From an optimization exercise on the open Yosys and OpenROAD flow, aimed at small area, a short achievable clock period and few clock cycles per item; shortcuts taken in it are not production practice. In this exercise RTL edits were held to simulation tests only and were not proved equivalent to the original. Power and IR drop assume default switching activity.

## flow/design.v (module list and top-level ports; edited modules follow where they fit)
// module fa: 4 lines
// module aoi222: 3 lines
// module pgcell: 4 lines
// module gcell: 3 lines
// module mmult: 6054 lines
module mmult(
  input  clk,                  
  input  reset_n,              
  input  enable,               
  input  [0:9*8-1] A_mat,      
  input  [0:9*8-1] B_mat,      
  output reg valid,            
  output reg [0:9*17-1] C_mat  
);
  // ...
==> flow/flow/run.sh <==
#!/bin/bash
# Layout flow: the standard ORFS flow (standard.sh, unchanged synthesis),
# except that the port buffers are plain buffers (buf_4) instead of the
# delay-cell buffers buffer_ports picks by default. Every input and output
# port still gets its own buffer. Each step's full output goes to a log here.
set -euo pipefail
export BUFFER_PORTS_ARGS="-buffer_cell sky130_fd_sc_hd__buf_4"
bash standard.sh finish > standard_finish.log 2>&1
==> flow/standard.sh <==
#!/bin/bash
# synth_recipe.tcl (not shown) runs the flow's synth.tcl, then flattens the netlist and writes it again
# the make line also repeats each setting of config.mk as NAME=value (left out here)
make -C /OpenROAD-flow-scripts/flow DESIGN_CONFIG=/design/flow/config.mk WORK_HOME=/design/flow/orfs CLKGATE_MAP_FILE= SYNTH_SCRIPT=/design/flow/synth_recipe.tcl "${@:-finish}"
==> flow/config.mk <==
export PLATFORM = sky130hd
export DESIGN_NAME = mmult
export DESIGN_NICKNAME = mmult
export VERILOG_FILES = /design/flow/design.v
export SDC_FILE = /design/flow/constraint.sdc
export NUM_CORES = 4
export LEC_CHECK = 0
export CAP_MARGIN = 20
export CORE_MARGIN = 2
export CORE_UTILIZATION = 65
export SETUP_SLACK_MARGIN = 4.5
export SLEW_MARGIN = 70
export SYNTH_HIERARCHICAL = 1
==> flow/constraint.sdc <==
create_clock -name core_clock -period 9.0 [get_ports {clk}]
set_input_delay 1.8000 -clock core_clock [delete_from_list [all_inputs] [get_ports {clk}]]
set_output_delay 1.8000 -clock core_clock [all_outputs]
set_load 0.01 [all_outputs]
==> impl_results.md, run 1 <==
* Status: complete, no violations
* Fin nets at ~6.5k
* H-tree depth at 2
* GRT met3 Usage at 0.1084
* Clk pin slew, worst setup/hold paths at 0.06 ns
* Switching Share at 0.4553
* Initial antenna violation count at 4
* Most used DFF post-synth: dfxtp_1
* Sw power at a little over 9 mW
* Top layer in use: met5
* Most frequent cells in the layout: nand2_1, fa_1, fa_2, dfxtp_1, inv_1
* Row cnt at slightly above 100
* First-pass GRT wire length at around 240000 um
* Router iterations before antenna repair at 8
* Final cell count without fillers at roughly 5.8k
* CP Max Fanout at 3
* CTS Buf Count at 37
* Peak supply drop at about 0.6 mV
* Leak at about 23 nW
* Non-CTS buffers at ~390
* Seq pwr share at 0.112
* Tot GR Track Use at 0.4031
* Top cells by area, synth: fa_1, nand2_1, dfxtp_1
* Fin crit share at 0.5229
* Setup_tns at 0 ns
* Area leader, netlist: fa_1
* Fillers at about 5.1k
* CTS Sinks at 280
* WL final at between 150000 and 200000 um
* CP max stage delay at ~0.6 ns
* Port Buffer Count at 300
* Ant diodes at 1
* Critical path endpoint: C_mat[68]
* Post-synthesis cell area at roughly 50000 um^2
* ANT nets after route at 0
Testbench counts, summed over its fixed seeds: cycles 1,600, products 1,600.
==> run 2, diff against run 1 <==
--- a/flow/config.mk
+++ b/flow/config.mk
@@ -7,7 +7,7 @@
 export LEC_CHECK = 0
 export CAP_MARGIN = 20
 export CORE_MARGIN = 2
-export CORE_UTILIZATION = 65
-export SETUP_SLACK_MARGIN = 4.5
+export CORE_UTILIZATION = 45
+export SETUP_SLACK_MARGIN = 4.2
 export SLEW_MARGIN = 70
 export SYNTH_HIERARCHICAL = 1
==> impl_results.md, run 2 <==
* Fillers at 10.23k (+99%)
* Synthesized area per cell at 11.12 um^2
* Die Span X at roughly 340 um
* Drt drc at 0
* Pwr dens at 341.8 nW/um^2
* Final hold violation count at 0
* Setup violations, final at 0
* Final Cell Area at around 55000 um^2
* Worst Setup End Kind: primary output
* Most frequent cells in the layout: nand2_1, fa_1, dfxtp_1, buf_4, inv_1
* Critical Path RT at approximately 7 ns
* Vias in the first global route at ~40k
* First-pass GRT wire length at 245600 um (+1.9%)
* Die footprint at 115800 um^2
* Cells after Synth at 4575
* Post-route minimum period at 4.808 ns
* H-tree depth at 2 (unchanged)
* Sequential Area at 5610 um^2
* Tot GR Track Use at 0.2846 (-0.1185)
* Hold Startpoint: enable
* Port Buffer Count at 300 (unchanged)
* Row cnt at 123 (+21%)
* Top cells by area, synth: fa_1, nand2_1, dfxtp_1
* Post-synth EDFFs at 0
* Fin crit share at 0.5343 (+0.01131)
* Hold Crit Class: in2reg
* Post-synthesis sequential area ratio at 0.1102
* CTS Buf Count at 40 (+8.1%)
* Router iterations before antenna repair at 6 (-2)
* ANT nets after route at 0 (unchanged)
* CTS tree: done
* Hold-critical path depth at 2
* Setup crit start kind: flip-flop
* WL final at 161300 um (-1.8%)
* Starting Density at 0.4529
* Share of cells above drive strength 1 at 0.1245
* Clock Tree Root: clkbuf_16
* Register bit total from synthesis at 280
* CTS Hold Bufs at 0
* CTS Sinks at 280 (unchanged)
* Post-synthesis cell area at 50880 um^2 (unchanged)
* Max Slew Vio Count at 0
* Pin count of the biggest net entering global routing at 25
* Via count at approximately 35k
* # IOs at roughly 300
* Setup_tns at 0 ns (unchanged)
* Distinct cell type count after synthesis at 13
* Die H at about 340 um
* Core Area at ~110000 um^2
* Max-cap viol count at 0
* Fmax at slightly above 0.2 GHz
* Hold Path End: valid
* Footprint of the multi-input gates at around 42000 um^2
* Area after DPL at around 53000 um^2
* Fin nets at 6446 (-1.0%)
* Pwr Total at around 19 mW
* Initial antenna violation count at 7 (+3)
* Via-per-instance ratio at approximately 5.7
* Data arrival, critical path at 3.01 ns
* Status: complete, no violations
* Setup WS pre-CTS at roughly 3.7 ns
* Top cells by count, synth: nand2_1, fa_1, dfxtp_1, buf_6, inv_1
* Worst setup margin at approximately 4.2 ns
* CP Max Fanout at 3 (unchanged)
* Yosys top cell area share at 0.5843
* Gp weighted congestion at 0.8613
* Crit path kind: reg2out
* Peak supply drop at 0.4665 mV (-22%)
* Cell with the most instances after synthesis: nand2_1
* Most common cell after layout, fill and taps aside: nand2_1
* Dpl hpwl at about 110000 um
* Most used DFF post-synth: dfxtp_1
* Leak at 21.76 nW (-4.9%)
* Wire per inst at between 20 and 30 um
* Clk pin slew, worst setup/hold paths at 0.06 ns (about the same)
* P&R area growth vs syn at 7.764%
* GRT overflow at 0
* 1st-iter DRT viols at between 3k and 4k
* Syn. warnings at 7
* Share of flip-flops with an asynchronous set or reset at 0
* Worst-case clock buffer depth at 3
* Area leader, netlist: fa_1
* RSZ-0062 raised after global routing: yes
-- run 2: worst max-delay path: stages, from the launching register on --
cell     delay [ns]
dfxtp_1        0.32
fa_1           0.55
inv_1          0.07
ha_4           0.22
a21o_1         0.19
a21o_1         0.19
a21o_1         0.17
a21o_1         0.19
xnor3_2        0.33
buf_6          0.16
-- run 2: Yosys stat by module (local to each module, per instance) --
module  copies in the design  flip-flops and latches  cells  area, um^2
mmult                      1                     280   2802       19100
fa                      1485                       0      1       20.02
pgcell                    90                       0      2       13.76
gcell                    108                       0      1       7.507
-- run 2: layer usage --
layer / part of all wire / vias up / GRT usage
li1: - / 13740 / -
met1: 0.38 / 18600 / 0.3726
met2: 0.47 / 2358 / 0.4565
met3: 0.11 / 533 / 0.06971
met4: 0.048 / 4 / 0.1147
met5: 0.00019 / - / 0
-- run 2: worst max-delay path by stage --
stage | from | end | slack, ns | cells past startpoint
3_3_place_gp | B_mat[4] | q6_8_1 | 3.70 | 8
2_1_floorplan | A_mat[9] | q1_10_1 | 4.19 | 8
5_1_grt | q3_12_0 | C_mat[51] | 4.12 | 9
3_5_place_dp | B_mat[8] | q4_10_1 | 3.66 | 8
4_1_cts | q3_9_2 | C_mat[51] | 4.15 | 9
6_report | q3_12_0 | C_mat[51] | 4.19 | 9
-- run 2: repair_timing --
item | CTS | global route
endpoints found under the setup margin | 36 | 37
gates resized for setup | 38 | 24
buffers inserted | 2 | 3
pin swaps | 10 | 14
-- run 2: final cells by class --
type                            count  share of cell area
Multi-Input combinational cell   3799              0.7676
Sequential cell                   280              0.1023
Timing Repair Buffer              324             0.05484
Tap cell                         1500             0.03423
Clock buffer                       53             0.02063
Inverter                          234             0.01602
Clock inverter                     17            0.004176
Antenna cell                        4           0.0001826
-- run 2: logic make-up (layout without fill, tap and decap cells) --
logic type	after synthesis	count (layout)	synth area share
fa+ha+maj	1620	1620	0.6175
flops	280	280	0.1102
other cells	1	49	0.00007371
xor+xnor	117	117	0.02258
simple gates	1819	1819	0.1387
compound gates	198	198	0.02922
buf+inv	540	628	0.08175
-- run 2: power by group --
group          switching [mW]  internal, mW  total (mW)  leakage, nW
clock network           0.661          1.02        1.68        0.663
logic                    7.80          7.00        14.8         18.7
registers               0.248          2.01        2.25         2.36
-- run 2: per-stage QoR --
step                      hold slack, ns  utilization  cells
after CTS                          1.355       0.4823   6191
after detailed placement           2.008       0.4680   6119
after global placement             2.001       0.4648   6113
after floorplan                    1.922            -   4619
after global routing               1.368       0.4880   6210
final                              1.391       0.4880   6211
==> run 3, diff against run 2 <==
--- a/flow/config.mk
+++ b/flow/config.mk
@@ -7,7 +7,8 @@
 export LEC_CHECK = 0
 export CAP_MARGIN = 20
 export CORE_MARGIN = 2
-export CORE_UTILIZATION = 45
+export CORE_UTILIZATION = 55
+export GPL_ROUTABILITY_DRIVEN = 0
 export SETUP_SLACK_MARGIN = 4.2
 export SLEW_MARGIN = 70
 export SYNTH_HIERARCHICAL = 1
==> impl_results.md, run 3 <==
* Hold-critical path depth at 2 (unchanged)
* CTS tree: done
* Hold WS at 1.413 ns (+0.02227 ns)
* Hold Startpoint: enable
* Top cells by area, synth: fa_1, nand2_1, dfxtp_1
* Distinct cell type count after synthesis at 13 (unchanged)
* Area after DPL at 52120 um^2 (-0.87%)
* Syn. warnings at 7 (unchanged)
* Data arrival, critical path at 5.22 ns (+2.21 ns)
* Post-route minimum period at 4.752 ns (-0.05593 ns)
* Crit-path slowest cell: fa_1
* Post-synth EDFFs at 0 (unchanged)
* 1st-iter DRT viols at 2935 (-2.5%)
* Wire per inst at 26.48 um (+2.0%)
* Most used cell along the critical path: fa_1
* First-pass GRT wire length at 240000 um (-2.3%)
* Area leader, netlist: fa_1
* Tot GR Track Use at 0.3430 (+0.05837)
* Top cells by count, synth: nand2_1, fa_1, dfxtp_1, buf_6, inv_1
* Most common cell after layout, fill and taps aside: nand2_1
* CP Max Fanout at 24 (+21)
* Hold Path End: valid
* Post-synthesis sequential area ratio at 0.1102 (unchanged)
* Pwr dens at 341.1 nW/um^2 (-0.22%)
* ANT nets after route at 0 (unchanged)
* Via-per-instance ratio at 5.924 (+4.4%)
* Die footprint at 94950 um^2 (-18%)
* Port Buffer Count at 300 (unchanged)
* # IOs at 301 (unchanged)
* Peak supply drop at 0.7006 mV (+50%)
* Fmax at 0.2104 GHz (+1.2%)
* Final cell count without fillers at 5883 (-5.3%)
* CP max stage delay at 0.57 ns (+0.02 ns)
* Worst setup margin at 4.248 ns (+0.05593 ns)
* Initial antenna violation count at 3 (-4)
* Row cnt at 111 (-9.8%)
* CTS Sinks at 280 (unchanged)
* Drt drc at 0 (unchanged)
* Register bit total from synthesis at 280 (unchanged)
* Pin count of the biggest net entering global routing at 25 (unchanged)
* Via count at 34.85k (-1.1%)
* Leak at 21.65 nW (-0.53%)
* Setup WS pre-CTS at 3.677 ns (+0.01742 ns)
* Status: complete, no violations
* Setup_tns at 0 ns (unchanged)
* Most used DFF post-synth: dfxtp_1
* Starting Density at 0.5550 (+0.1022)
* Share of cells above drive strength 1 at 0.1186 (-0.005909)
* CTS Hold Bufs at 0 (unchanged)
* Ant diodes at 0 (-4)
* CP cell instances: buf_4, nand2_1, fa_1, fa_1, fa_1, fa_1, fa_1, fa_1
* Fin nets at 6437 (-0.14%)
* Core Area at 91660 um^2 (-18%)
* Vias in the first global route at 39.53k (-0.84%)
* Critical Path RT at 9.47 ns (+2.27 ns)
* Share of flip-flops with an asynchronous set or reset at 0 (unchanged)
* P&R area growth vs syn at 6.229%
* Post-synthesis cell area at 50880 um^2 (unchanged)
* Setup violations, final at 0 (unchanged)
* Synthesized area per cell at 11.12 um^2 (unchanged)
* CTS Buf Count at 36 (-10%)
* Dpl hpwl at 110200 um (-3.1%)
* Cells after Synth at 4575 (unchanged)
* H-tree depth at 2 (unchanged)
* Placed Cells at 5806 (-5.1%)
* Hold Crit Class: in2reg
* Router iterations before antenna repair at 6 (unchanged)
* Cell with the most instances after synthesis: nand2_1
* Fillers at 7794 (-24%)
* Final hold violation count at 0 (unchanged)
* Crit path kind: in2reg
* Most frequent cells in the layout: nand2_1, fa_1, dfxtp_1, buf_4, inv_1
* Yosys top cell area share at 0.5843 (unchanged)
* Max Slew Vio Count at 0 (unchanged)
* Setup crit start kind: input pin
* Clock Tree Root: clkbuf_16
* RSZ-0062 raised after global routing: yes
* GRT overflow at 0 (unchanged)
* Die H at 308.1 um (-9.4%)
* Die Span X at 308.1 um (-9.4%)
* Max-cap viol count at 0 (unchanged)
* Final Cell Area at 54050 um^2 (-1.4%)
* Worst Setup End Kind: flip-flop
* Clk pin slew, worst setup/hold paths at 0.06 ns (about the same)
* WL final at 155800 um (-3.4%)
* Fin crit share at 0.5280 (-0.006214)
* Worst-case clock buffer depth at 3 (unchanged)
==> run 3: cell counts after synthesis <==
No cell type changed its count.
==> run 3: worst max path at each step <==
stage	slack, ns	end	cells after the start	start
floorplan	4.19	q1_10_1	8	A_mat[9]
global placement	3.72	q7_8_1	8	B_mat[12]
detailed placement	3.68	q3_8_1	8	A_mat[26]
CTS	4.20	C_mat[17]	9	q1_9_0
global route	4.20	C_mat[68]	9	q4_12_0
finish	4.25	q0_8_1	8	A_mat[7]
==> run 3: cell type report <==
cell class | count | area [um^2] | share of cell area
flip-flops and latches | 280 | 5608 | 0.1038
multi-input cells | 3799 | 41950 | 0.7762
repair buffers | 319 | 2830 | 0.05237
inverters | 234 | 878.3 | 0.01625
clock buffers | 46 | 1030 | 0.01905
well taps | 1186 | 1484 | 0.02746
clock inverters | 19 | 266.5 | 0.004931
==> run 3: timing repair <==
item                                    4_1_cts  5_1_grt
endpoints found under the setup margin       14       29
gates resized for setup                      20       23
setup buffers                                 0        4
pin swaps                                     5        7
==> run 3: critical path: cells and delay by family <==
kind	cells	cell delay (ns)
buf+inv	1	0.35
simple gates	1	0.16
fa+ha+maj	6	2.87
==> run 3: per-module statistics from Yosys, one instance, submodules excluded <==
module	flops+latches	cells
pgcell	0	2
gcell	0	1
fa	0	1
mmult	280	2802
==> run 3: kinds of logic after synthesis <==
group / share of synthesized area
simple gates: 0.1387
fa+ha+maj: 0.6175
buf+inv: 0.08175
flops: 0.1102
compound gates: 0.02922
xor+xnor: 0.02258
other cells: 0.00007371
==> run 3: through the flow <==
step,power [mW],util
global placement,16.25,0.5654
floorplan,11.07,-
global route,20.22,0.5896
detailed placement,16.45,0.5686
CTS,18.36,0.5842
finish,18.43,0.5896
==> run 3: metal layers <==
layer  track usage  share of wire  vias to the layer above  wire length (um)
met5             0        0.00024                        -                38
met3       0.08789           0.11                      483             16860
met1        0.4519           0.37                    18440             58420
met4        0.1302          0.041                        6              6385
met2        0.5508           0.48                     2211             74090
li1              -              -                    13710                 -
==> run 3: power by group <==
group	leakage [nW]	internal, mW	total, mW	switching, mW
clock network	0.643	0.983	1.62	0.638
registers	2.36	2.01	2.26	0.252
logic	18.6	6.93	14.6	7.62
total	21.6	9.92	18.4	8.51
==> run 4, diff against run 3 <==
--- a/flow/config.mk
+++ b/flow/config.mk
@@ -8,7 +8,6 @@
 export CAP_MARGIN = 20
 export CORE_MARGIN = 2
 export CORE_UTILIZATION = 55
-export GPL_ROUTABILITY_DRIVEN = 0
 export SETUP_SLACK_MARGIN = 4.2
 export SLEW_MARGIN = 70
 export SYNTH_HIERARCHICAL = 1
==> impl_results.md, run 4 <==
* Status: complete, no violations
* Cell with the most instances after synthesis: nand2_1
* H-tree depth at 2 (unchanged)
* WL final at 155800 um (unchanged)
* Max Slew Vio Count at 0 (unchanged)
* Final cell count without fillers at 5883 (unchanged)
* Initial antenna violation count at 3 (unchanged)
* Hold-critical path depth at 2 (unchanged)
* Post-synthesis sequential area ratio at 0.1102 (unchanged)
* Peak supply drop at 0.7006 mV (unchanged)
* Fillers at 7794 (unchanged)
* Sequential Area at 5608 um^2 (unchanged)
* Share of cells above drive strength 1 at 0.1186 (unchanged)
* Distinct cell type count after synthesis at 13 (unchanged)
* Worst-case clock buffer depth at 3 (unchanged)
* Synthesized area per cell at 11.12 um^2 (unchanged)
* # IOs at 301 (unchanged)
* Crit. Startpoint: A_mat[7]
* Crit path kind: in2reg
* Register bit total from synthesis at 280 (unchanged)
* Setup_tns at 0 ns (unchanged)
* Fmax at 0.2104 GHz (unchanged)
* Die footprint at 94950 um^2 (unchanged)
* Top cells by area, synth: fa_1, nand2_1, dfxtp_1
* Hold Crit Class: in2reg
* Area leader, netlist: fa_1
* ANT nets after route at 0 (unchanged)
* Data arrival, critical path at 5.22 ns (about the same)
* Hold Path End: valid
* Worst Setup End Kind: flip-flop
* Setup crit start kind: input pin
* Most used DFF post-synth: dfxtp_1
* First-pass GRT wire length at 240000 um (unchanged)
* Wire per inst at 26.48 um (unchanged)
* Fin crit share at 0.5280 (unchanged)
* Placed Cells at 5806 (unchanged)
* Final Cell Area at 54050 um^2 (unchanged)
* Footprint of the multi-input gates at 41950 um^2 (unchanged)
* Clk pin slew, worst setup/hold paths at 0.06 ns (about the same)
* CTS Sinks at 280 (unchanged)
* Cells after Synth at 4575 (unchanged)
* Syn. warnings at 7 (unchanged)
* Post-route minimum period at 4.752 ns (unchanged)
* GRT overflow at 0 (unchanged)
* Gp weighted congestion at just under 0.9
* Tot GR Track Use at 0.3430 (unchanged)
* Final hold violation count at 0 (unchanged)
* Clock Tree Root: clkbuf_16
* Ant diodes at 0 (unchanged)
* Pin count of the biggest net entering global routing at 25 (unchanged)
* Yosys top cell area share at 0.5843 (unchanged)
* Leak at 21.65 nW (unchanged)
* Pwr dens at 341.1 nW/um^2 (unchanged)
* Via-per-instance ratio at 5.924 (unchanged)
* Post-synthesis cell area at 50880 um^2 (unchanged)
* Port Buffer Count at 300 (unchanged)
* P&R area growth vs syn at 6.229% (unchanged)
* Setup violations, final at 0 (unchanged)
* Pwr Total at 18.43 mW (unchanged)
* Most frequent cells in the layout: nand2_1, fa_1, dfxtp_1, buf_4, inv_1
* Vias in the first global route at 39.53k (unchanged)
* Critical Path RT at 9.47 ns (about the same)
* RSZ-0062 raised after global routing: yes
* Starting Density at 0.5550 (unchanged)
* 1st-iter DRT viols at 2935 (unchanged)
* Post-synth EDFFs at 0 (unchanged)
* Top cells by count, synth: nand2_1, fa_1, dfxtp_1, buf_6, inv_1
* Die Span X at 308.1 um (unchanged)
* CTS Hold Bufs at 0 (unchanged)
* Router iterations before antenna repair at 6 (unchanged)
* Max-cap viol count at 0 (unchanged)
* Die H at 308.1 um (unchanged)
* CTS tree: done
* Share of flip-flops with an asynchronous set or reset at 0 (unchanged)
* Via count at 34.85k (unchanged)
* Area after DPL at 52120 um^2 (unchanged)
* Dpl hpwl at 110200 um (unchanged)
* Fin nets at 6437 (unchanged)
* Row cnt at 111 (unchanged)
* Hold Startpoint: enable
* Drt drc at 0 (unchanged)
* CP Max Fanout at 24 (unchanged)
* Core Area at 91660 um^2 (unchanged)
* CTS Buf Count at 36 (unchanged)
* Most common cell after layout, fill and taps aside: nand2_1
## run 4: final cells by class
cell class / instances / share of cell area
multi-input cells: 3799 / 0.7762
flip-flops and latches: 280 / 0.1038
repair buffers: 319 / 0.05237
well taps: 1186 / 0.02746
clock buffers: 46 / 0.01905
inverters: 234 / 0.01625
clock inverters: 19 / 0.004931
## run 4: repair_timing
| action | CTS | global route |
|---|---|---|
| buffers inserted | 0 | 4 |
| endpoints found under the hold margin | 0 | 0 |
| cloned | 0 | 0 |
| pin swaps | 5 | 7 |
| resized for setup | 20 | 23 |
| setup endpoints to repair | 14 | 29 |
## run 4: worst max-delay path by stage
stage	end	slack, ns	depth (start not counted)
finish	q0_8_1	4.25	8
global route	C_mat[68]	4.20	9
CTS	C_mat[17]	4.20	9
detailed placement	q3_8_1	3.68	8
global placement	q7_8_1	3.72	8
floorplan	q1_10_1	4.19	8
## run 4: per-module statistics from Yosys, one instance, submodules excluded
module  cells inside  area, um^2  flops+latches  copies in the design
pgcell             2       13.76              0                    90
fa                 1       20.02              0                  1485
gcell              1       7.507              0                   108
mmult           2802       19100            280                     1
## run 4: cell families (layout without fill, tap and decap cells)
group / Yosys count / count (layout) / share of synthesized area
AO/OA/AOI/OAI: 198 / 198 / 0.02922
AND/OR/NAND/NOR: 1819 / 1819 / 0.1387
adder cells (fa/ha/maj): 1620 / 1620 / 0.6175
other: 1 / 45 / 0.00007371
buffers and inverters: 540 / 618 / 0.08175
flip-flops: 280 / 280 / 0.1102
XOR/XNOR: 117 / 117 / 0.02258
## run 4: metrics by stage
step	hold WS (ns)	util	setup slack, ns
floorplan	1.922	-	4.191
global placement	2.003	0.5654	3.718
detailed placement	2.006	0.5686	3.677
CTS	1.387	0.5842	4.205
global route	1.406	0.5896	4.196
finish	1.413	0.5896	4.248
## run 4: routing by layer
metal | vias up | part of all wire | wire, um | global-route usage
li1 | 13710 | - | - | -
met1 | 18440 | 0.37 | 58420 | 0.4519
met2 | 2211 | 0.48 | 74090 | 0.5508
met3 | 483 | 0.11 | 16860 | 0.08789
met4 | 6 | 0.041 | 6385 | 0.1302
met5 | - | 0.00024 | 38 | 0
## run 4: worst max-delay path: stages
cell	delay [ns]
buf_4	0.35
nand2_1	0.16
fa_1	0.48
fa_1	0.57
fa_1	0.45
fa_1	0.46
fa_1	0.51
fa_1	0.40
## run 4: report_power, final
| part | switching, mW | total [mW] | internal (mW) |
|---|---|---|---|
| logic | 7.62 | 14.6 | 6.93 |
| registers | 0.252 | 2.26 | 2.01 |
| clock network | 0.638 | 1.62 | 0.983 |
| total | 8.51 | 18.4 | 9.92 |
==> run 5, diff against run 4 <==
--- a/flow/config.mk
+++ b/flow/config.mk
@@ -8,6 +8,7 @@
 export CAP_MARGIN = 20
 export CORE_MARGIN = 2
 export CORE_UTILIZATION = 55
+export CTS_BUF_LIST = sky130_fd_sc_hd__clkbuf_4 sky130_fd_sc_hd__clkbuf_8
 export SETUP_SLACK_MARGIN = 4.2
 export SLEW_MARGIN = 70
 export SYNTH_HIERARCHICAL = 1
==> impl_results.md, run 5 <==
* Max-cap viol count at 0 (unchanged)
* Dpl hpwl at 110200 um (unchanged)
* CTS Hold Bufs at 0 (unchanged)
* Wire per inst at 26.28 um (-0.76%)
* Fin crit share at 0.5424 (+0.01436)
* Row cnt at 111 (unchanged)
* Port Buffer Count at 300 (unchanged)
* Cells after Synth at 4575 (unchanged)
* 1st-iter DRT viols at 3078 (+4.9%)
* Peak supply drop at 0.7122 mV (+1.7%)
* Post-route minimum period at 4.882 ns (+0.1292 ns)
* Post-synthesis cell area at 50880 um^2 (unchanged)
* CTS Buf Count at 55 (+53%)
* Register bit total from synthesis at 280 (unchanged)
* P&R area growth vs syn at 7.631%
* Crit. Startpoint: q4_12_0
* Area leader, netlist: fa_1
* Most Crowded Layer GR: met2
* Die H at 308.1 um (unchanged)
* Critical path endpoint: C_mat[70]
* Post-synthesis sequential area ratio at 0.1102 (unchanged)
* Yosys top cell area share at 0.5843 (unchanged)
* Top cells by count, synth: nand2_1, fa_1, dfxtp_1, buf_6, inv_1
* Share of cells above drive strength 1 at 0.1510 (+0.03240)
* Top cells by area, synth: fa_1, nand2_1, dfxtp_1
* Final hold violation count at 0 (unchanged)
* Worst-case clock buffer depth at 3 (unchanged)
* GRT met3 Usage at 0.08995 (+0.002061)
* Initial antenna violation count at 4 (+1)
* Final Cell Area at 54760 um^2 (+1.3%)
* GRT overflow at 0 (unchanged)
* Setup violations, final at 0 (unchanged)
* Post-synth EDFFs at 0 (unchanged)
* CP Max Fanout at 3 (-88%)
* Setup WS pre-CTS at 3.677 ns (unchanged)
* Drt drc at 0 (unchanged)
* Starting Density at 0.5550 (unchanged)
* Setup crit start kind: flip-flop
* Die Span X at 308.1 um (unchanged)
* Via-per-instance ratio at 5.878 (-0.77%)
* Tot GR Track Use at 0.3451 (+0.002158)
* Most common cell after layout, fill and taps aside: nand2_1
* Data arrival, critical path at 3.08 ns (-2.14 ns)
* Vias in the first global route at 39.96k (+1.1%)
* CTS tree: done
* Max Slew Vio Count at 0 (unchanged)
* ANT nets after route at 0 (unchanged)
* Met2 Resource Use GR at 0.5548 (+0.004033)
* Crit path kind: reg2out
* Fmax at 0.2048 GHz (-2.6%)
* Global Route met1 Usage at 0.4526 (+0.0006848)
* Area after DPL at 52120 um^2 (unchanged)
* Hold Crit Class: in2reg
* # IOs at 301 (unchanged)
* Pwr dens at 352.2 nW/um^2 (+3.3%)
* Worst setup margin at 4.118 ns (-0.1292 ns)
* Clk pin slew, worst setup/hold paths at 0.06 ns (about the same)
* Gp weighted congestion at 0.8825 (unchanged)
* Syn. warnings at 7 (unchanged)
* Fin nets at 6485 (+0.75%)
* CTS Sinks at 280 (unchanged)
* Core Area at 91660 um^2 (unchanged)
* Distinct cell type count after synthesis at 13 (unchanged)
* H-tree depth at 2 (unchanged)
* Pin count of the biggest net entering global routing at 25 (unchanged)
* WL final at 156400 um (+0.39%)
* Share of flip-flops with an asynchronous set or reset at 0 (unchanged)
* Cell with the most instances after synthesis: nand2_1
* RSZ-0062 raised after global routing: yes
* First-pass GRT wire length at 241500 um (+0.62%)
* Clock Tree Root: clkbuf_8
* Hold WS at 1.268 ns (-0.1445 ns)
* Critical Path RT at 7.20 ns (-2.27 ns)
* Most used DFF post-synth: dfxtp_1
* Most frequent cells in the layout: nand2_1, fa_1, buf_4, dfxtp_1, inv_1
* Leak at 21.88 nW (+1.1%)
* Via count at 34.98k (+0.37%)
* Setup_tns at 0 ns (unchanged)
* Status: complete, no violations
* Worst Setup End Kind: primary output
* Router iterations before antenna repair at 6 (unchanged)
* Synthesized area per cell at 11.12 um^2 (unchanged)
* Die footprint at 94950 um^2 (unchanged)
-- run 5: final cells by class --
type	instances	area, um^2
clock buffer	77	997.2
tap	1186	1484
sequential	280	5642
timing repair buffer	348	3082
fill	7757	36900
antenna	3	7.507
inverter	234	878.3
multi-input combinational	3799	42320
clock inverter	24	349.1
-- run 5: metrics by stage --
stage	util	power, mW	instances
2_1_floorplan	-	11.07	4619
3_3_place_gp	0.5654	16.25	5799
3_5_place_dp	0.5686	16.45	5806
4_1_cts	0.5911	19.06	5930
5_1_grt	0.5974	21.13	5950
6_report	0.5974	19.28	5951
-- run 5: kinds of logic after synthesis --
family,Yosys count,share of synthesized area
other cells,1,0.00007371
flops,280,0.1102
compound gates,198,0.02922
buf+inv,540,0.08175
simple gates,1819,0.1387
fa+ha+maj,1620,0.6175
xor+xnor,117,0.02258
-- run 5: metal layers --
metal / vias up / wire (um) / part of all wire
met4: 4 / 6108 / 0.039
met1: 18460 / 58160 / 0.37
met2: 2245 / 74940 / 0.48
met5: - / 24 / 0.00015
met3: 453 / 17160 / 0.11
li1: 13820 / - / -
-- run 5: worst max-delay path: stages, from the launching register on --
cell and delay, ns:
dfxtp_2 0.32, fa_1 0.59, inv_2 0.06, ha_4 0.24, a21o_1 0.17, buf_4 0.14, a21o_1 0.17, a21o_1 0.17
xor2_2 0.25, buf_4 0.19
-- run 5: worst min path at each step --
stage                start     to  slack (ns)  depth (start not counted)
global placement    enable  valid        2.00                          2
detailed placement  enable  valid        2.01                          2
finish              enable  valid        1.27                          2
global route        enable  valid        1.24                          2
CTS                 enable  valid        1.21                          2
floorplan           enable  valid        1.92                          1
-- run 5: timing repair --
item,4_1_cts,5_1_grt
setup buffers,23,10
endpoints found under the setup margin,47,36
pin swaps,54,50
resized for setup,102,44
-- run 5: report_power, final --
part	internal, mW	switching, mW	total, mW	leakage [nW]
logic	7.54	7.87	15.4	18.8
registers	2.02	0.252	2.27	2.35
clock network	0.950	0.656	1.61	0.704
total	10.5	8.77	19.3	21.9
-- run 5: Yosys stat by module (local to each module, per instance) --
module | cell area [um^2] | flip-flops and latches | copies in the design
gcell | 7.507 | 0 | 108
pgcell | 13.76 | 0 | 90
fa | 20.02 | 0 | 1485
mmult | 19100 | 280 | 1
==> run 6, diff against run 5 <==
--- a/flow/config.mk
+++ b/flow/config.mk
@@ -8,7 +8,6 @@
 export CAP_MARGIN = 20
 export CORE_MARGIN = 2
 export CORE_UTILIZATION = 55
-export CTS_BUF_LIST = sky130_fd_sc_hd__clkbuf_4 sky130_fd_sc_hd__clkbuf_8
-export SETUP_SLACK_MARGIN = 4.2
-export SLEW_MARGIN = 70
+export SETUP_SLACK_MARGIN = 4.35
+export SLEW_MARGIN = 20
 export SYNTH_HIERARCHICAL = 1
==> impl_results.md, run 6 <==
* Status: complete, no violations
* Clock Power Share at 0.079 (-0.004)
* Fin nets at 6453 (-0.49%)
* CTS tree: done
* Via-per-instance ratio at 5.886 (+0.14%)
* Combinational share of power at 0.803 (+0.004)
* Syn. warnings at 7 (unchanged)
* CP Max Fanout at 6 (+3)
* CTS Sinks at 280 (unchanged)
* Slew @ Worst Pin at ~0.8 ns
* Most used cell along the critical path: a21o_1
* Die footprint at 94950 um^2 (unchanged)
* Hold WS at 1.428 ns (+0.1596 ns)
* Dpl hpwl at 111200 um (+0.94%)
* Fin util at 0.6026 (+0.005201)
* First-pass GRT wire length at 239800 um (-0.69%)
* Tot GR Track Use at 0.3420 (-0.003108)
* Clk pin slew, worst setup/hold paths at 0.05 ns (about the same)
* CTS Hold Bufs at 0 (unchanged)
* Post-route minimum period at 4.762 ns (-0.1201 ns)
* Peak supply drop at 0.8135 mV (+14%)
* CP max stage delay at 0.59 ns (about the same)
* ANT nets after route at 0 (unchanged)
* Register bit total from synthesis at 280 (unchanged)
* GRT overflow at 0 (unchanged)
* Most used DFF post-synth: dfxtp_1
* Worst setup margin at 4.238 ns (+0.1201 ns)
* Fillers at 7669 (-1.1%)
* H-tree depth at 2 (unchanged)
* Wire per inst at 26.44 um (+0.62%)
* WL final at 155900 um (-0.29%)
* Via count at 34.71k (-0.77%)
* RSZ-0062 raised after global routing: yes
* Fin crit share at 0.5291 (-0.01334)
* Area leader, netlist: fa_1
* Post-synthesis cell area at 50880 um^2 (unchanged)
* Int Pwr at 10.45 mW (-0.62%)
* Share of cells above drive strength 1 at 0.2021 (+0.05114)
* Initial antenna violation count at 3 (-1)
* Fmax at 0.2100 GHz (+2.5%)
* CTS Buf Count at 37 (-33%)
* Core Area at 91660 um^2 (unchanged)
* Starting Density at 0.5550 (unchanged)
* Vias in the first global route at 39.75k (-0.51%)
* Cells after Synth at 4575 (unchanged)
* Crit-path slowest cell: fa_2
* Post-synthesis sequential area ratio at 0.1102 (unchanged)
* Most common cell after layout, fill and taps aside: nand2_1
* Die Span X at 308.1 um (unchanged)
* Leak at 21.73 nW (-0.70%)
* Area after DPL at 52700 um^2 (+1.1%)
* Yosys top cell area share at 0.5843 (unchanged)
* Synthesized area per cell at 11.12 um^2 (unchanged)
* Slew HR at 0.4682
* Pwr dens at 346.9 nW/um^2 (-1.5%)
* Port Buffer Count at 300 (unchanged)
* Clock Tree Root: clkbuf_16
* Top cells by area, synth: fa_1, nand2_1, dfxtp_1
* Max Slew Vio Count at 0 (unchanged)
* CP cell instances: fa_2, inv_2, ha_4, and2_4, a21o_1, a21o_4, a21o_1, xnor3_2, buf_6
* Cell with the most instances after synthesis: nand2_1
* Setup violations, final at 0 (unchanged)
* Top cells by count, synth: nand2_1, fa_1, dfxtp_1, buf_6, inv_1
* 1st-iter DRT viols at 2790 (-9.4%)
* Seq pwr share at 0.118 (about the same)
* Die H at 308.1 um (unchanged)
* Data arrival, critical path at 2.96 ns (-0.12 ns)
* Gp weighted congestion at 0.8724 (-1.1%)
* Row cnt at 111 (unchanged)
* Switching Share at 0.4548 (about the same)
* Setup_tns at 0 ns (unchanged)
* Hold Crit Class: in2reg
* Sw power at 8.715 mW (-0.67%)
* Pin count of the biggest net entering global routing at 25 (unchanged)
* P&R area growth vs syn at 8.568%
* Max-cap viol count at 0 (unchanged)
* Router iterations before antenna repair at 6 (unchanged)
* Worst-case clock buffer depth at 3 (unchanged)
* Final Cell Area at 55240 um^2 (+0.87%)
* Distinct cell type count after synthesis at 13 (unchanged)
* Final hold violation count at 0 (unchanged)
* Worst Setup End Kind: primary output
* Most frequent cells in the layout: nand2_1, fa_1, fa_2, dfxtp_1, inv_1
* Critical Path RT at 7.20 ns (about the same)
* Share of flip-flops with an asynchronous set or reset at 0 (unchanged)
* Drt drc at 0 (unchanged)
* Post-synth EDFFs at 0 (unchanged)
* Crit path kind: reg2out
* Setup crit start kind: flip-flop
* Setup WS pre-CTS at 3.713 ns (+0.03600 ns)
* # IOs at 301 (unchanged)
## run 6: cell counts after synthesis
No cell type changed its count.
## run 6: cell type report
cell class	instances	area, um^2	share of cell area
tap	1186	1484	0.02687
timing repair buffer	334	3007	0.05443
inverter	234	878.3	0.01590
multi-input combinational	3799	43040	0.7791
antenna	1	2.502	0.00004530
clock inverter	6	90.09	0.001631
sequential	280	5635	0.1020
clock buffer	57	1104	0.01998
## run 6: cell families after synthesis
logic type / Yosys count / synth area share
and+or+nand+nor: 1819 / 0.1387
DFF: 280 / 0.1102
xor gates and xnor gates: 117 / 0.02258
AOI/OAI and AO/OA: 198 / 0.02922
buffers and inverters: 540 / 0.08175
adders and majority gates: 1620 / 0.6175
other: 1 / 0.00007371
## run 6: stage by stage
stage          total power, mW  cells
6_report                 19.16   5897
5_1_grt                  21.05   5897
4_1_cts                  18.84   5878
3_5_place_dp             16.56   5799
3_3_place_gp             16.42   5799
2_1_floorplan            11.21   4619
## run 6: power groups by stage
stage / registers (mW) / clock network, mW / logic [mW]
after global placement: 2.28 / 0 / 14.1
final: 2.27 / 1.51 / 15.4
after global routing: 2.33 / 1.59 / 17.1
after CTS: 2.27 / 1.54 / 15.0
after floorplan: 2.21 / 0 / 9.00
after detailed placement: 2.28 / 0 / 14.3
## run 6: repair_timing
action / CTS / global route
setup buffers: 16 / 18
pin swaps: 44 / 60
gates resized for setup: 75 / 180
setup endpoints to repair: 49 / 81
## run 6: path summary, 6_finish.rpt
check / cells past startpoint / endpoint / slack (ns) / start
worst max-delay path: 9 / C_mat[68] / 4.24 / q4_9_0
worst min-delay path: 2 / valid / 1.43 / enable
## run 6: modules after synthesis, one instance, submodules excluded
module,cells inside,copies in the design
mmult,2802,1
fa,1,1485
pgcell,2,90
gcell,1,108
## run 6: worst max-delay path: cells and delay by family, from the launching register on
family	cells	cell delay, ns
compound gates	3	0.57
simple gates	1	0.14
buf+inv	2	0.21
flops	1	0.32
xor+xnor	1	0.31
fa+ha+maj	2	0.80
## run 6: routing by layer
metal  GRT usage  routed length [um]  vias up
met2      0.5535               74460     2090
met5           0                  10        -
met4      0.1328                6553        2
met3     0.07215               14990      429
met1      0.4558               59930    18440
li1            -                   -    13750
==> run 7, diff against run 6 <==
--- a/flow/config.mk
+++ b/flow/config.mk
@@ -8,6 +8,6 @@
 export CAP_MARGIN = 20
 export CORE_MARGIN = 2
 export CORE_UTILIZATION = 55
-export SETUP_SLACK_MARGIN = 4.35
+export SETUP_SLACK_MARGIN = 4.2
 export SLEW_MARGIN = 20
 export SYNTH_HIERARCHICAL = 1
==> impl_results.md, run 7 <==
* Status: complete, no violations
* Fin util at 0.5833 (-0.01927)
* Leak at 21.37 nW (-1.6%)
* Most used cell along the critical path: a21o_1
* Core Area at 91660 um^2 (unchanged)
* 1st-iter DRT viols at 2776 (-0.50%)
* Register bit total from synthesis at 280 (unchanged)
* CTS tree: done
* Worst setup margin at 4.231 ns (-0.007450 ns)
* CTS Buf Count at 37 (unchanged)
* Die H at 308.1 um (unchanged)
* Fmax at 0.2097 GHz (-0.16%)
* Clk pin slew, worst setup/hold paths at 0.07 ns (+0.02 ns)
* Cell with the most instances after synthesis: nand2_1
* Fin crit share at 0.5299 (+0.0008278)
* Area after DPL at 51830 um^2 (-1.7%)
* Setup WS pre-CTS at 3.675 ns (-0.03829 ns)
* Die Span X at 308.1 um (unchanged)
* Gp weighted congestion at 0.8825 (+1.2%)
* Crit. Startpoint: q4_12_0
* Syn. warnings at 7 (unchanged)
* Most frequent cells in the layout: nand2_1, fa_1, buf_4, dfxtp_1, inv_1
* Router iterations before antenna repair at 6 (unchanged)
* Via count at 34.70k (-0.040%)
* CP max stage delay at 0.60 ns (about the same)
* Initial antenna violation count at 2 (-1)
* First-pass GRT wire length at 240000 um (about the same)
* GRT overflow at 0 (unchanged)
* CP Max Fanout at 3 (-3)
* Area leader, netlist: fa_1
* Peak supply drop at 0.5070 mV (-38%)
* Clock Tree Root: clkbuf_16
* Top cells by count, synth: nand2_1, fa_1, dfxtp_1, buf_6, inv_1
* Share of flip-flops with an asynchronous set or reset at 0 (unchanged)
* Post-synth EDFFs at 0 (unchanged)
* Die footprint at 94950 um^2 (unchanged)
* Sequential Area at 5608 um^2 (-0.49%)
* Footprint of the multi-input gates at 41920 um^2 (-2.6%)
* Row cnt at 111 (unchanged)
* Post-synthesis cell area at 50880 um^2 (unchanged)
* Data arrival, critical path at 2.97 ns (about the same)
* Max Slew Vio Count at 0 (unchanged)
* Worst Setup End Kind: primary output
* Distinct cell type count after synthesis at 13 (unchanged)
* Port Buffer Count at 300 (unchanged)
* Yosys top cell area share at 0.5843 (unchanged)
* Most used DFF post-synth: dfxtp_1
* Setup_tns at 0 ns (unchanged)
* Wire per inst at 26.45 um (about the same)
* Final Cell Area at 53470 um^2 (-3.2%)
* Most common cell after layout, fill and taps aside: nand2_1
* P&R area growth vs syn at 5.096%
* Final hold violation count at 0 (unchanged)
* Via-per-instance ratio at 5.909 (+0.39%)
* Drt drc at 0 (unchanged)
* Critical Path RT at 7.20 ns (about the same)
* Max-cap viol count at 0 (unchanged)
* Critical path endpoint: C_mat[68]
* # IOs at 301 (unchanged)
* Dpl hpwl at 109900 um (-1.2%)
* Slew @ Worst Pin at 0.7482 ns (-0.04380 ns)
* WL final at 155300 um (-0.39%)
* Post-route minimum period at 4.769 ns (+0.007450 ns)
* CP cell instances: fa_1, inv_2, ha_4, a21o_1, a21o_1, a21o_1, a21o_1, xnor3_2, buf_6
* Post-synthesis sequential area ratio at 0.1102 (unchanged)
* CTS Sinks at 280 (unchanged)
* Setup violations, final at 0 (unchanged)
* Setup crit start kind: flip-flop
* Hold Crit Class: in2reg
* Final cell count without fillers at 5872 (-0.42%)
* Share of cells above drive strength 1 at 0.1153 (-0.08684)
* Pwr dens at 343.1 nW/um^2 (-1.1%)
* Fillers at 7831 (+2.1%)
* Worst-case clock buffer depth at 3 (unchanged)
* H-tree depth at 2 (unchanged)
* ANT nets after route at 0 (unchanged)
* Slew HR at 0.4976 (+0.02941)
* Pin count of the biggest net entering global routing at 25 (unchanged)
* Synthesized area per cell at 11.12 um^2 (unchanged)
* Placed Cells at 5799 (unchanged)
* Vias in the first global route at 39.42k (-0.84%)
* Tot GR Track Use at 0.3430 (+0.001009)
* Crit path kind: reg2out
* Crit-path slowest cell: fa_1
* Cells after Synth at 4575 (unchanged)
* Fin nets at 6423 (-0.46%)
* Top cells by area, synth: fa_1, nand2_1, dfxtp_1
* Starting Density at 0.5550 (unchanged)
* RSZ-0062 raised after global routing: yes
## run 7: through the flow
step / hold WS, ns / total power [mW]
after floorplan: 1.922 / 11.07
after global placement: 2.003 / 16.25
after detailed placement: 2.012 / 16.39
after CTS: 1.378 / 18.33
after global routing: 1.408 / 20.15
final: 1.408 / 18.35
## run 7: repair_timing
action | 4_1_cts | 5_1_grt
resized for setup | 24 | 23
endpoints found under the hold margin | 0 | 0
hold buffers | 0 | 0
buffers inserted | 1 | 3
setup endpoints to repair | 14 | 29
pin swaps | 6 | 8
## run 7: worst min-delay path by stage
stage            from  depth (start not counted)    end
3_3_place_gp   enable                          2  valid
3_5_place_dp   enable                          2  valid
4_1_cts        enable                          2  valid
5_1_grt        enable                          2  valid
6_report       enable                          2  valid
2_1_floorplan  enable                          1  valid
## run 7: logic make-up (layout without fill, tap and decap cells)
| group | Yosys count | count (layout) | share of synthesized area |
|---|---|---|---|
| adders and majority gates | 1620 | 1620 | 0.6175 |
| other | 1 | 47 | 0.00007371 |
| AOI/OAI and AO/OA | 198 | 198 | 0.02922 |
| and+or+nand+nor | 1819 | 1819 | 0.1387 |
| xor gates and xnor gates | 117 | 117 | 0.02258 |
| buffers and inverters | 540 | 605 | 0.08175 |
| DFF | 280 | 280 | 0.1102 |
## run 7: per-layer routing
metal | GRT usage | vias up | part of all wire
li1 | - | 13690 | -
met1 | 0.4599 | 18380 | 0.38
met2 | 0.5454 | 2189 | 0.47
met3 | 0.08012 | 445 | 0.11
met4 | 0.1359 | 2 | 0.043
met5 | 0 | - | 0.000071
## run 7: power by group
group | switching, mW | internal (mW)
sequential | 0.247 | 2.01
combinational | 7.60 | 6.89
clock | 0.647 | 0.954
## run 7: Yosys stat by module, one instance, submodules excluded
module / area (um^2) / flip-flops and latches / times used / cells
fa: 20.02 / 0 / 1485 / 1
pgcell: 13.76 / 0 / 90 / 2
mmult: 19100 / 280 / 1 / 2802
gcell: 7.507 / 0 / 108 / 1
## run 7: critical path, delay by kind of cell, from the launching register on
kind	cells	cell delay [ns]
flops	1	0.32
buf+inv	2	0.21
fa+ha+maj	2	0.84
xor+xnor	1	0.28
compound gates	4	0.68
## run 7: area by class of cell
class	instances	share of cell area
Multi-Input combinational cell	3799	0.7840
Sequential cell	280	0.1049
Timing Repair Buffer	304	0.04282
Tap cell	1186	0.02775
Clock buffer	47	0.01914
Inverter	234	0.01643
Clock inverter	20	0.004844
Antenna cell	2	0.00009360

-- what the ideal ports hide --
The results above use ideal ports. As a check the final layouts listed here were re-extracted and re-timed, cells and wires unchanged. Step 1 assumes that a clkbuf_16 drives the clock port and a buf_2 every other input. Step 2 moves the port delays by t, midway between the first and last clock arrival at a register: inputs arrive t later, outputs are due t later. That takes back most of the time a late clock gives input paths. Three values: ideal, step 1, step 2; two values: the first two.
run	t (ns)	slack for setup (ns)	slew at the worst register clock pin (ns)	worst slew at a driven data input, ns
run 1	0.649	4.293 / 4.221 / 3.671	0.06 / 0.06	0.29
run 2	0.690	4.192 / 4.118 / 3.567	0.07 / 0.07	0.15
run 3	0.677	4.248 / 4.177 / 3.585	0.07 / 0.07	0.11
run 4	0.677	4.248 / 4.177 / 3.585	0.07 / 0.07	0.11
run 5	0.822	4.118 / 4.052 / 3.551	0.07 / 0.07	0.11
run 6	0.666	4.238 / 4.168 / 3.713	0.07 / 0.07	0.13
run 7	0.684	4.231 / 4.159 / 3.574	0.07 / 0.07	0.10
After both steps every run listed still meets setup and hold.
